This design comes from an exercise in tuning for small area on the open sky130 flow, not from production work.
Only simulation tests tie the RTL to the original design; equivalence was not proved.

==> flow/design.v <==
package dummy_pkg;
  typedef enum logic {
    MODE_PIPE,
    MODE_ITER
  } coproc_ctl_t;
  typedef logic tag_t;
endpackage : dummy_pkg
module dummy_cu (
  input  logic clk_i,
  input  logic rst_ni,
  input  logic flush_i,
  input  logic valid_i,
  output logic ready_o,
  input  logic ctl_i,      
  output logic valid_o,
  input  logic ready_i,
  input  logic comb_mode_i,    
  input  logic iter_tc_i,      
  input  logic pipe_busy_i,    
  input  logic pipe_valid_i,   
  output logic rst_state_o,    
  output logic iter_state_o,   
  output logic iter_load_o,    
  output logic pipe_en_o       
);
  logic [1:0] state_q, state_d;
  logic st_reset, st_idle, st_pipe, st_iter;
  assign st_reset = state_q == 2'b00;
  assign st_idle  = state_q == 2'b01;
  assign st_pipe  = state_q == 2'b10;
  assign st_iter  = state_q == 2'b11;
  logic accept;
  assign accept = st_idle & ~comb_mode_i & valid_i;
  always_comb begin
    unique case (state_q)
      2'b00: state_d = 2'b01;
      2'b01: state_d = accept ? (ctl_i ? 2'b11 : 2'b10) : 2'b01;
      2'b10: state_d = (~pipe_busy_i & ~(~ctl_i & valid_i)) ? 2'b01 : 2'b10;
      default: state_d = (iter_tc_i & ready_i) ? 2'b01 : 2'b11;
    endcase
  end
  always_ff @(posedge clk_i or negedge rst_ni) begin
    if (!rst_ni) state_q <= 2'b00;
    else if (flush_i) state_q <= 2'b00;
    else state_q <= state_d;
  end
  assign valid_o = (st_idle & comb_mode_i & valid_i) | (st_pipe & pipe_valid_i) | (st_iter & iter_tc_i);
  assign ready_o = (st_idle & (~comb_mode_i | ready_i)) | (st_pipe & ~ctl_i & ready_i);
  assign rst_state_o  = st_reset;
  assign iter_state_o = st_iter;
  assign iter_load_o  = accept & ctl_i;
  assign pipe_en_o    = (accept & ~ctl_i) | (st_pipe & ready_i);
endmodule
module dummy_top #(
  parameter int unsigned DATA_WIDTH = 32,
  parameter int unsigned MAX_LATENCY = 32,   
  parameter int unsigned MAX_PIPE_DEPTH = 32,
  localparam int unsigned IterCntW = $clog2(MAX_LATENCY),
  localparam int unsigned PipeIdxW = $clog2(MAX_PIPE_DEPTH) + 1
) (
  input logic clk_i,
  input logic rst_ni,
  input logic flush_i,
  input  logic                  valid_i,
  output logic                  ready_o,
  input  logic                  ctl_i,     
  input  dummy_pkg::tag_t       tag_i,     
  input  logic [DATA_WIDTH-1:0] rs1_i,     
  input  logic [DATA_WIDTH-1:0] rs2_i,     
  output logic                  valid_o,
  input  logic                  ready_i,
  output dummy_pkg::tag_t       tag_o,     
  output logic [DATA_WIDTH-1:0] rd_o       
);
  localparam int unsigned W = DATA_WIDTH + 1;   
  localparam int unsigned D = MAX_PIPE_DEPTH;
  logic comb_mode, iter_tc, pipe_busy, pipe_valid;
  logic rst_state, iter_state, iter_load, pipe_en;
  logic [PipeIdxW-1:0] idx;
  assign comb_mode = rs2_i == '0;
  assign idx       = rs2_i[PipeIdxW-1:0];
  dummy_cu u_dummy_cu (
    .clk_i        (clk_i),
    .rst_ni       (rst_ni),
    .flush_i      (flush_i),
    .valid_i      (valid_i),
    .ready_o      (ready_o),
    .ctl_i        (ctl_i),
    .valid_o      (valid_o),
    .ready_i      (ready_i),
    .comb_mode_i  (comb_mode),
    .iter_tc_i    (iter_tc),
    .pipe_busy_i  (pipe_busy),
    .pipe_valid_i (pipe_valid),
    .rst_state_o  (rst_state),
    .iter_state_o (iter_state),
    .iter_load_o  (iter_load),
    .pipe_en_o    (pipe_en)
  );
  logic [W-1:0]        iter_res_q;
  logic [IterCntW-1:0] iter_cnt_q;
  always_ff @(posedge clk_i) begin
    if (iter_load) iter_res_q <= {tag_i, rs1_i};
  end
  always_ff @(posedge clk_i) begin
    if (iter_load) iter_cnt_q <= rs2_i[IterCntW-1:0];
    else if (!iter_tc) iter_cnt_q <= iter_cnt_q - 1'b1;
  end
  assign iter_tc = iter_cnt_q == IterCntW'(1);
  logic [D:0]   pv;    
  logic [W-1:0] pd [D+1];
  assign pv[0] = valid_i;
  assign pd[0] = {tag_i, rs1_i};
  always_ff @(posedge clk_i) begin
    if (flush_i || rst_state) pv[D:1] <= '0;
    else if (pipe_en) pv[D:1] <= pv[D-1:0];
  end
  for (genvar i = 1; i <= D; i++) begin : gen_pipe
    always_ff @(posedge clk_i) begin
      if (pipe_en) pd[i] <= pd[i-1];
    end
  end
  logic [D:0] sel;
  for (genvar i = 0; i <= D; i++) begin : gen_sel
    assign sel[i] = idx == PipeIdxW'(i);
  end
  logic [D-1:0] below;
  for (genvar i = 1; i < D; i++) begin : gen_below
    assign below[i] = idx > PipeIdxW'(i);
  end
  assign below[0] = 1'b0;
  assign pipe_busy = |(below[D-1:1] & pv[D-1:1]);
  assign pipe_valid = |(sel & pv);
  logic [W-1:0] res;
  always_comb begin
    res = '0;
    for (int i = 0; i <= D; i++) res = res | ({W{sel[i] & ~iter_state}} & pd[i]);
    res = res | ({W{iter_state}} & iter_res_q);
  end
  assign {tag_o, rd_o} = res;
endmodule
make LEC_CHECK=0 CAP_MARGIN=20 CORE_MARGIN=2 CORE_UTILIZATION=40 SETUP_SLACK_MARGIN=0.4 SLEW_MARGIN=20 finish   # period 6.0 ns
run.sh (not shown) runs the stock make flow with config.mk's settings and CLKGATE_MAP_FILE= SYNTH_SCRIPT=/design/flow/synth_recipe.tcl, a recipe that flattens the netlist after the stock synthesis.
The baseline finished clean.
Then changed:
==> flow/flow/run.sh (new file) <==
#!/bin/bash
bash standard.sh > standard.log 2>&1
==> flow/standard.sh (new file) <==
#!/bin/bash
# synth_recipe.tcl (not shown) runs the flow's synth.tcl, then flattens the netlist and writes it again
# the make line also repeats each setting of config.mk as NAME=value (left out here)
make -C /OpenROAD-flow-scripts/flow DESIGN_CONFIG=/design/flow/config.mk WORK_HOME=/design/flow/orfs CLKGATE_MAP_FILE= SYNTH_SCRIPT=/design/flow/synth_recipe.tcl "${@:-finish}"
removed: flow/run.sh
The new run finished clean. Worst hold slack does not change. Clock-buffer cell count does not change. Global-route usage does not change. Non-clock buffer count does not change. Utilization is unchanged.

==> separate check: timing with driven ports <==
How much do the figures lean on ideal ports? The routed layouts below were timed once more, with nothing changed but the port constraints.
Step 1 (the two cells are an assumption about what drives the block):
set clk [get_ports {clk_i}]
set_driving_cell -lib_cell sky130_fd_sc_hd__clkbuf_16 $clk
set_driving_cell -lib_cell sky130_fd_sc_hd__buf_2 [delete_from_list [all_inputs] $clk]
Step 2 also shifts input and output timing later by t, the mid clock arrival at the registers, as if the neighbouring blocks saw the same clock.
a / b / c = ideal ports / drivers / drivers and shift; a / b = the first two.
run	t, ns	setup slack, ns	worst register clock-pin slew, ns
the first run	0.764	0.468 / 0.337 / 0.337	0.07 / 0.07
the second run	0.764	0.468 / 0.337 / 0.337	0.07 / 0.07
After both steps every run listed still meets setup and hold.
